This design comes from an exercise in tuning for small area, a short achievable clock period and few clock cycles on the open sky130 flow, not from production work.
Only simulation tests tie the RTL to the original design; equivalence was not proved.
Power is estimated from default activity; no workload was simulated.

==> trial 45 <==
## hash
module hash (
  input CLK
, input RST
, input enable
, input onloop
, input [7:0] wcount       
, input [7:0] word         
, input [7:0] key_length   
, input [7:0] interval
, output reg valid
, output reg[31:0] hashkey
);
==> module hash, before the edit <==
module hash (
  input CLK
, input RST
, input enable
, input onloop
, input [7:0] wcount       
, input [7:0] word         
, input [7:0] key_length   
, input [7:0] interval
, output reg valid
, output reg[31:0] hashkey
);
reg       i_v;             
reg       i_last;          
reg       i_rst;           
reg [7:0] i_b;
reg [7:0] i_len, i_iv;
always @(posedge CLK) begin
  i_v    <= enable & ~RST;
  i_last <= (wcount == 8'd1);
  i_rst  <= RST;
  i_b    <= word;
  i_len  <= key_length;
  i_iv   <= interval;
end
reg [8:0] s9;
always @(posedge CLK) s9 <= {1'b0, i_len} + {1'b0, i_iv};
wire [31:0] init = 32'hDEADBEEF + {23'b0, s9};
reg [3:0] pos;             
reg       fresh;           
reg       op_last;         
reg [1:0] op_lane;         
reg       op_fresh;        
reg       mb;              
reg       f1v, f2v;        
wire lane_a = (pos[3:2] == 2'd0);
wire lane_b = (pos[3:2] == 2'd1);
wire p3     = (pos[1:0] == 2'd3);
wire p10    = (pos == 4'd10);
wire p11    = (pos == 4'd11);
wire nl     = i_v & ~i_last;
wire ev_wa  = nl & p3 & lane_a;               
wire ev_wb  = nl & p3 & lane_b;               
wire ev_wc  = nl & p10;                       
wire ev_ma  = nl & p11;                       
always @(posedge CLK) begin
  if (i_rst) begin
    pos     <= 4'd0;
    fresh   <= 1'b1;
    op_last <= 1'b0;
    mb      <= 1'b0;
    f1v     <= 1'b0;
    f2v     <= 1'b0;
  end else begin
    if (i_v) begin
      pos   <= (i_last | p11) ? 4'd0 : pos + 4'd1;
      if (i_last)     fresh <= 1'b1;
      else if (ev_wa) fresh <= 1'b0;
    end
    op_last  <= i_v & i_last;
    op_lane  <= pos[3:2];
    op_fresh <= fresh;
    mb       <= ev_ma;
    f1v      <= op_last;
    f2v      <= f1v;
  end
end
reg [31:0] w;
always @(posedge CLK) begin
  if (i_v) begin
    case (pos[1:0])
      2'd0: w <= {24'b0, i_b};
      2'd1: w[15:8]  <= i_b;
      2'd2: w[23:16] <= i_b;
      2'd3: w <= p11 ? {i_b, 24'b0} : {i_b, w[23:0]};
    endcase
  end
end
reg [31:0] sa, sb, sc;
wire [31:0] w_eff = ev_wc ? {8'b0, i_b, w[15:0]} : {i_b, w[23:0]};
wire        bt_add = ev_wa | ev_wb | ev_wc;
wire [31:0] add_x = op_last ? (op_fresh ? init :
                               op_lane == 2'd0 ? sa :
                               op_lane == 2'd1 ? sb : sc)
                            : (fresh ? init : ev_wa ? sa : ev_wb ? sb : sc);
wire [31:0] add_y = op_last ? w : w_eff;
wire [31:0] add_s;
hash_add32 wadd (.x(add_x), .y(add_y), .ci(1'b0), .s(add_s));
wire [31:0] la = (op_lane == 2'd0) ? add_s : sa;
wire [31:0] lb = (op_lane == 2'd1) ? add_s : (op_fresh ? init : sb);
wire [31:0] lc = (op_lane == 2'd2) ? add_s : (op_fresh ? init : sc);
wire [31:0] fc1;
hash_fstep #(14) f1 (.x(lc), .y(lb), .o(fc1));
wire [7:0]  ctop = sc[31:24] + (mb ? 8'd0 : i_b);
wire [31:0] mc0  = {ctop, sc[23:0]};
wire [31:0] ma1, mc1, mb1, ma2, mc2, mb2;
hash_mline l1 (.x(sa),  .y(mc0), .z(sb),
               .ry(mb ? {mc0[15:0], mc0[31:16]} : {mc0[27:0], mc0[31:28]}),
               .xo(ma1), .yo(mc1));
hash_mline l2 (.x(sb),  .y(ma1), .z(mc1),
               .ry(mb ? {ma1[12:0], ma1[31:13]} : {ma1[25:0], ma1[31:26]}),
               .xo(mb1), .yo(ma2));
hash_mline l3 (.x(mc1), .y(mb1), .z(ma2),
               .ry(mb ? {mb1[27:0], mb1[31:28]} : {mb1[23:0], mb1[31:24]}),
               .xo(mc2), .yo(mb2));
always @(posedge CLK) begin
  if (op_last) begin
    sa <= la;
    sb <= lb;
    sc <= fc1;
  end else if (ev_ma | mb) begin
    sa <= ma2;
    sb <= mb2;
    sc <= mc2;
  end else if (bt_add) begin
    if (ev_wa) sa <= add_s;
    if (ev_wb) sb <= add_s;
    if (ev_wc) sc <= add_s;
    if (fresh) begin
      sb <= init;
      sc <= init;
    end
  end
end
reg [31:0] ta, tb, tc;
wire [31:0] fa1, fb1, fc2, fa2, fb2, fc3;
hash_fstep #(11) f2 (.x(sa),  .y(sc),  .o(fa1));
hash_fstep #(25) f3 (.x(sb),  .y(fa1), .o(fb1));
hash_fstep #(16) f4 (.x(sc),  .y(fb1), .o(fc2));
always @(posedge CLK) begin
  ta <= fa1;
  tb <= fb1;
  tc <= fc2;
end
hash_fstep #(4)  f5 (.x(ta),  .y(tc),  .o(fa2));
hash_fstep #(14) f6 (.x(tb),  .y(fa2), .o(fb2));
hash_fstep #(24) f7 (.x(tc),  .y(fb2), .o(fc3));
always @(posedge CLK) begin
  hashkey <= fc3;
  valid   <= f2v & ~i_rst & ~RST;
end
endmodule
clock: 40.0 ns
lec_check: 0
abc_area: 1
cap_margin: 20
core_margin: 2
core_utilization: 40
slew_margin: 20
run.sh (not shown) runs the stock make flow with config.mk's settings and CLKGATE_MAP_FILE= SYNTH_SCRIPT=/design/flow/synth_recipe.tcl, a recipe that flattens the netlist after the stock synthesis.
==> trial 85: changes against trial 45 <==
==> flow/flow/run.sh (new file) <==
#!/bin/bash
# Layout flow: the standard ORFS flow with a custom synthesis mapping
# (flow/synth.tcl, flow/abc.script) and timing repair aimed at a tighter
# setup target than the clock period. Each tool's output goes to a log here.
set -euo pipefail
W=$(pwd)
export FLOW_DIR=$W/flow
MARGIN=${FLOW_SETUP_MARGIN:-31}
VARS=(DESIGN_CONFIG=$W/config.mk WORK_HOME=$W/orfs CLKGATE_MAP_FILE=
      SYNTH_SCRIPT=$W/flow/synth.tcl)
make -C "$FLOW_HOME" "${VARS[@]}" synth > "$W/synth.log" 2>&1
make -C "$FLOW_HOME" "${VARS[@]}" SETUP_SLACK_MARGIN=$MARGIN \
  "BUFFER_PORTS_ARGS=-buffer_cell sky130_fd_sc_hd__buf_2" finish > "$W/layout.log" 2>&1
R=$W/orfs/results/$FLOW_PLATFORM/hash/base
: # left out here: write the final layout as DEF
==> flow/flow/abc.script (new file) <==
strash
dch
amap
topo
stime -c
buffer -c
upsize -c
dnsize -c
==> flow/flow/synth.tcl (new file) <==
proc synth {args} { yosys synth -nofsm -noshare {*}$args }
proc abc {args} {
  set i [lsearch -exact $args -script]
  if {$i >= 0} { set args [lreplace $args $i [expr {$i+1}] -script $::env(FLOW_DIR)/abc.script] }
  set i [lsearch -exact $args -D]
  if {$i >= 0} { set args [lreplace $args $i [expr {$i+1}]] }
  puts "flow: abc $args"
  yosys abc {*}$args
}
proc extract_fa {args} { puts "flow: extract_fa skipped" }
source $::env(SCRIPTS_DIR)/synth.tcl
# left out here: clear keep_hierarchy, flatten, clean up, hide names made inside functions, write 1_2_yosys.v
==> flow/standard.sh (new file) <==
#!/bin/bash
# synth_recipe.tcl (not shown) runs the flow's synth.tcl, then flattens the netlist and writes it again
# the make line also repeats each setting of config.mk as NAME=value (left out here)
make -C /OpenROAD-flow-scripts/flow DESIGN_CONFIG=/design/flow/config.mk WORK_HOME=/design/flow/orfs CLKGATE_MAP_FILE= SYNTH_SCRIPT=/design/flow/synth_recipe.tcl "${@:-finish}"
Settings changed: ABC_AREA 1 to unset.
removed: flow/run.sh
==> trial 84: changes against trial 45 <==
--- a/flow/design.v
+++ b/flow/design.v
@@ -80,16 +80,35 @@
 reg       op_last;         
-reg [1:0] op_lane;         
-reg       op_fresh;        
-reg       mb;              
+reg       m2, m3;          
 reg       f1v, f2v;        
-wire lane_a = (pos[3:2] == 2'd0);
-wire lane_b = (pos[3:2] == 2'd1);
-wire p3     = (pos[1:0] == 2'd3);
-wire p10    = (pos == 4'd10);
-wire p11    = (pos == 4'd11);
-wire nl     = i_v & ~i_last;
-wire ev_wa  = nl & p3 & lane_a;               
-wire ev_wb  = nl & p3 & lane_b;               
-wire ev_wc  = nl & p10;                       
-wire ev_ma  = nl & p11;                       
+wire p11 = (pos == 4'd11);
+wire [3:0] pnext = i_rst ? 4'd0 : ~i_v ? pos : (i_last | p11) ? 4'd0 : pos + 4'd1;
+wire       pnl   = enable & ~RST & (wcount != 8'd1);
+reg        ev_wa, ev_wb, ev_wc, ev_ma;
+reg  [7:0] i_top;          
+always @(posedge CLK) begin
+  i_top <= (pnl & pnext == 4'd11) ? word : 8'd0;
+  ev_wa <= pnl & (pnext == 4'd3);             
+  ev_wb <= pnl & (pnext == 4'd7);             
+  ev_wc <= pnl & (pnext == 4'd10);            
+  ev_ma <= pnl & (pnext == 4'd11);            
+end
+wire fresh_n = i_rst | (i_v ? (i_last | (fresh & ~ev_wa)) : fresh);
+wire last_n  = ~i_rst & i_v & i_last;
+wire mg_n    = last_n & m2;
+reg  xs_my1, xs_init, xs_sa, xs_sb, xs_sc;
+reg  la_add, lb_mx2, lb_add, lb_init, lc_mz1, lc_add, lc_init;
+always @(posedge CLK) begin
+  xs_my1  <= mg_n;
+  xs_init <= last_n ? fresh : fresh_n;
+  xs_sa   <= last_n ? (~fresh & ~m2 & pos[3:2] == 2'd0) : (~fresh_n & pnl & pnext == 4'd3);
+  xs_sb   <= last_n ? (~fresh & pos[3:2] == 2'd1)       : (~fresh_n & pnl & pnext == 4'd7);
+  xs_sc   <= last_n ? (~fresh & pos[3:2] == 2'd2)       : (~fresh_n & pnl & pnext == 4'd10);
+  la_add  <= m2 | pos[3:2] == 2'd0;
+  lb_mx2  <= m2;
+  lb_add  <= ~m2 & pos[3:2] == 2'd1;
+  lb_init <= ~m2 & pos[3:2] != 2'd1 & fresh;
+  lc_mz1  <= m2;
+  lc_add  <= ~m2 & pos[3:2] == 2'd2;
+  lc_init <= ~m2 & pos[3:2] != 2'd2 & fresh;
+end
 always @(posedge CLK) begin
@@ -99,3 +118,4 @@
     op_last <= 1'b0;
-    mb      <= 1'b0;
+    m2      <= 1'b0;
+    m3      <= 1'b0;
     f1v     <= 1'b0;
@@ -103,4 +123,4 @@
   end else begin
+    pos <= pnext;
     if (i_v) begin
-      pos   <= (i_last | p11) ? 4'd0 : pos + 4'd1;
       if (i_last)     fresh <= 1'b1;
@@ -109,5 +129,4 @@
     op_last  <= i_v & i_last;
-    op_lane  <= pos[3:2];
-    op_fresh <= fresh;
-    mb       <= ev_ma;
+    m2       <= ev_ma;
+    m3       <= m2;
     f1v      <= op_last;
@@ -128,8 +147,18 @@
 reg [31:0] sa, sb, sc;
-wire [31:0] w_eff = ev_wc ? {8'b0, i_b, w[15:0]} : {i_b, w[23:0]};
+wire        m1   = ev_ma;
+wire [7:0]  ctop = sc[31:24] + i_top;
+wire [31:0] mx   = sa;
+wire [31:0] my   = {ctop, sc[23:0]};
+wire [31:0] mz   = sb;
+wire [31:0] mx1, my1, mz1, mx2;
+hash_mline la_ (.x(mx),  .y(my),  .z(mz),
+                .ry(m1 ? {my[27:0], my[31:28]} : m2 ? {my[23:0], my[31:24]} : {my[12:0], my[31:13]}),
+                .xo(mx1), .yo(my1));
+hash_mline lb_ (.x(mz),  .y(mx1), .z(my1),
+                .ry(m1 ? {mx1[25:0], mx1[31:26]} : m2 ? {mx1[15:0], mx1[31:16]} : {mx1[27:0], mx1[31:28]}),
+                .xo(mz1), .yo(mx2));
+wire [31:0] w_eff  = ev_wc ? {8'b0, i_b, w[15:0]} : {i_b, w[23:0]};
 wire        bt_add = ev_wa | ev_wb | ev_wc;
-wire [31:0] add_x = op_last ? (op_fresh ? init :
-                               op_lane == 2'd0 ? sa :
-                               op_lane == 2'd1 ? sb : sc)
-                            : (fresh ? init : ev_wa ? sa : ev_wb ? sb : sc);
+wire [31:0] add_x  = ({32{xs_my1}}  & my1) | ({32{xs_init}} & init) |
+                     ({32{xs_sa}}   & sa)  | ({32{xs_sb}}   & sb)   | ({32{xs_sc}} & sc);
 wire [31:0] add_y = op_last ? w : w_eff;
@@ -137,19 +166,9 @@
 hash_add32 wadd (.x(add_x), .y(add_y), .ci(1'b0), .s(add_s));
-wire [31:0] la = (op_lane == 2'd0) ? add_s : sa;
-wire [31:0] lb = (op_lane == 2'd1) ? add_s : (op_fresh ? init : sb);
-wire [31:0] lc = (op_lane == 2'd2) ? add_s : (op_fresh ? init : sc);
+wire [31:0] la = la_add ? add_s : sa;
+wire [31:0] lb = ({32{lb_mx2}} & mx2) | ({32{lb_add}} & add_s) | ({32{lb_init}} & init) |
+                 ({32{~(lb_mx2 | lb_add | lb_init)}} & sb);
+wire [31:0] lc = ({32{lc_mz1}} & mz1) | ({32{lc_add}} & add_s) | ({32{lc_init}} & init) |
+                 ({32{~(lc_mz1 | lc_add | lc_init)}} & sc);
 wire [31:0] fc1;
 hash_fstep #(14) f1 (.x(lc), .y(lb), .o(fc1));
-wire [7:0]  ctop = sc[31:24] + (mb ? 8'd0 : i_b);
-wire [31:0] mc0  = {ctop, sc[23:0]};
-wire [31:0] ma1, mc1, mb1, ma2, mc2, mb2;
-hash_mline l1 (.x(sa),  .y(mc0), .z(sb),
-               .ry(mb ? {mc0[15:0], mc0[31:16]} : {mc0[27:0], mc0[31:28]}),
-               .xo(ma1), .yo(mc1));
-hash_mline l2 (.x(sb),  .y(ma1), .z(mc1),
-               .ry(mb ? {ma1[12:0], ma1[31:13]} : {ma1[25:0], ma1[31:26]}),
-               .xo(mb1), .yo(ma2));
-hash_mline l3 (.x(mc1), .y(mb1), .z(ma2),
-               .ry(mb ? {mb1[27:0], mb1[31:28]} : {mb1[23:0], mb1[31:24]}),
-               .xo(mc2), .yo(mb2));
 always @(posedge CLK) begin
@@ -159,6 +178,6 @@
     sc <= fc1;
-  end else if (ev_ma | mb) begin
-    sa <= ma2;
-    sb <= mb2;
-    sc <= mc2;
+  end else if (m1 | m2 | m3) begin
+    sa <= my1;
+    sc <= mz1;
+    sb <= mx2;
   end else if (bt_add) begin
==> flow/flow/run.sh (new file) <==
#!/bin/bash
# Layout flow: the standard ORFS flow with a custom synthesis mapping
# (flow/synth.tcl, flow/abc.script) and timing repair aimed at a tighter
# setup target than the clock period. Each tool's output goes to a log here.
set -euo pipefail
W=$(pwd)
export FLOW_DIR=$W/flow
MARGIN=${FLOW_SETUP_MARGIN:-31}
VARS=(DESIGN_CONFIG=$W/config.mk WORK_HOME=$W/orfs CLKGATE_MAP_FILE=
      SYNTH_SCRIPT=$W/flow/synth.tcl)
make -C "$FLOW_HOME" "${VARS[@]}" synth > "$W/synth.log" 2>&1
make -C "$FLOW_HOME" "${VARS[@]}" SETUP_SLACK_MARGIN=$MARGIN \
  "BUFFER_PORTS_ARGS=-buffer_cell sky130_fd_sc_hd__buf_2" ${FLOW_TARGET:-finish} > "$W/layout.log" 2>&1
[ "${FLOW_TARGET:-finish}" = finish ] || exit 0
R=$W/orfs/results/$FLOW_PLATFORM/hash/base
: # left out here: write the final layout as DEF
==> flow/flow/abc.script (new file) <==
strash
dch
amap
topo
stime -c
buffer -c
upsize -c
dnsize -c
==> flow/flow/synth.tcl (new file) <==
proc synth {args} { yosys synth -nofsm -noshare {*}$args }
proc abc {args} {
  set i [lsearch -exact $args -script]
  if {$i >= 0} { set args [lreplace $args $i [expr {$i+1}] -script $::env(FLOW_DIR)/abc.script] }
  set i [lsearch -exact $args -D]
  if {$i >= 0} { set args [lreplace $args $i [expr {$i+1}]] }
  puts "flow: abc $args"
  yosys abc {*}$args
}
proc extract_fa {args} { puts "flow: extract_fa skipped" }
source $::env(SCRIPTS_DIR)/synth.tcl
# left out here: clear keep_hierarchy, flatten, clean up, hide names made inside functions, write 1_2_yosys.v
==> flow/standard.sh (new file) <==
#!/bin/bash
# synth_recipe.tcl (not shown) runs the flow's synth.tcl, then flattens the netlist and writes it again
# the make line also repeats each setting of config.mk as NAME=value (left out here)
make -C /OpenROAD-flow-scripts/flow DESIGN_CONFIG=/design/flow/config.mk WORK_HOME=/design/flow/orfs CLKGATE_MAP_FILE= SYNTH_SCRIPT=/design/flow/synth_recipe.tcl "${@:-finish}"
Settings changed: ABC_AREA 1 to unset, CTS_CLUSTER_DIAMETER set to 80, CTS_CLUSTER_SIZE set to 20, PLACE_DENSITY set to 0.75, TNS_END_PERCENT set to 20.
removed: flow/run.sh
==> comparison table <==
Run status: trial 85 complete, no violations; trial 45 complete, no violations; trial 84 complete, no violations
Worst reg2reg startpoint: trial 85 op_lane[1]$_DFFE_PN_; trial 45 pos[0]$_SDFFE_PP0P_; trial 84 sb[1]$_DFFE_PP_
Post-CTS repair timing setup buffer count: trial 85 2; trial 45 0; trial 84 17
Sequential share of cell area: trial 85 0.209; trial 45 0.192; trial 84 0.236
Global-route usage over all layers: trial 85 0.380; trial 45 0.324; trial 84 0.345
Area taken by multi-input logic gates: trial 85 21900 um^2; trial 45 24100 um^2; trial 84 19800 um^2
Non-clock buffer share of cell area: trial 85 0.0390; trial 45 0.0290; trial 84 0.0366
Placed wire-length estimate after detailed placement: trial 85 127 mm; trial 45 123 mm; trial 84 106 mm
Hold Worst Slack: trial 85 0.411 ns; trial 45 0.409 ns; trial 84 0.446 ns
Cell area after synthesis: trial 85 31400 um^2; trial 45 35200 um^2; trial 84 29200 um^2
Internal power consumption: trial 85 720 uW; trial 45 1590 uW; trial 84 634 uW
Synthesized net count: trial 85 5090; trial 45 5500; trial 84 4544
Largest net degree at the start of global routing: trial 85 70; trial 45 78; trial 84 81
Critical path destination: trial 85 valid; trial 45 sc[16]$_DFFE_PP_; trial 84 valid
Dominant cell type by area after synthesis: trial 85 sky130_fd_sc_hd__edfxtp_1; trial 45 sky130_fd_sc_hd__ha_1; trial 84 sky130_fd_sc_hd__dfxtp_1
Testbench counts of trial 45, summed over its fixed seeds: cycles 83,896.
Testbench counts of trial 85, summed over its fixed seeds: cycles 83,896.
Testbench counts of trial 84, summed over its fixed seeds: cycles 83,896.

==> port drivers added, routing unchanged <==
How much do the figures lean on ideal ports? The routed layouts below were timed once more, with nothing changed but the port constraints. Step 1 (the two cells are an assumption about what drives the block):
set clk [get_ports {CLK}]
set_driving_cell -lib_cell sky130_fd_sc_hd__clkbuf_16 $clk
set_driving_cell -lib_cell sky130_fd_sc_hd__buf_2 [delete_from_list [all_inputs] $clk]
Step 2 also shifts input and output timing later by t, the mid clock arrival at the registers, as if the neighbouring blocks saw the same clock. Three values: ideal ports, drivers, drivers and shift; two values: the first two.
| run | t (ns) | setup slack, ns | worst setup path after step 2 | worst data-port slew with drivers (ns) | pins driven straight from the clock port |
|---|---|---|---|---|---|
| trial 45 | 0.638 | 30.231 / 30.231 / 30.231 | register to register | 0.06 | 1 |
| trial 85 | 0.659 | 30.986 / 30.911 / 31.098 | input to register | 0.04 | 1 |
| trial 84 | 0.691 | 30.912 / 30.845 / 30.640 | input to register | 0.04 | 1 |
After both steps every run listed still meets setup and hold. For trial 84, which loses most, drivers alone change the setup slack by -0.067 ns; drivers and shift together by -0.272 ns.
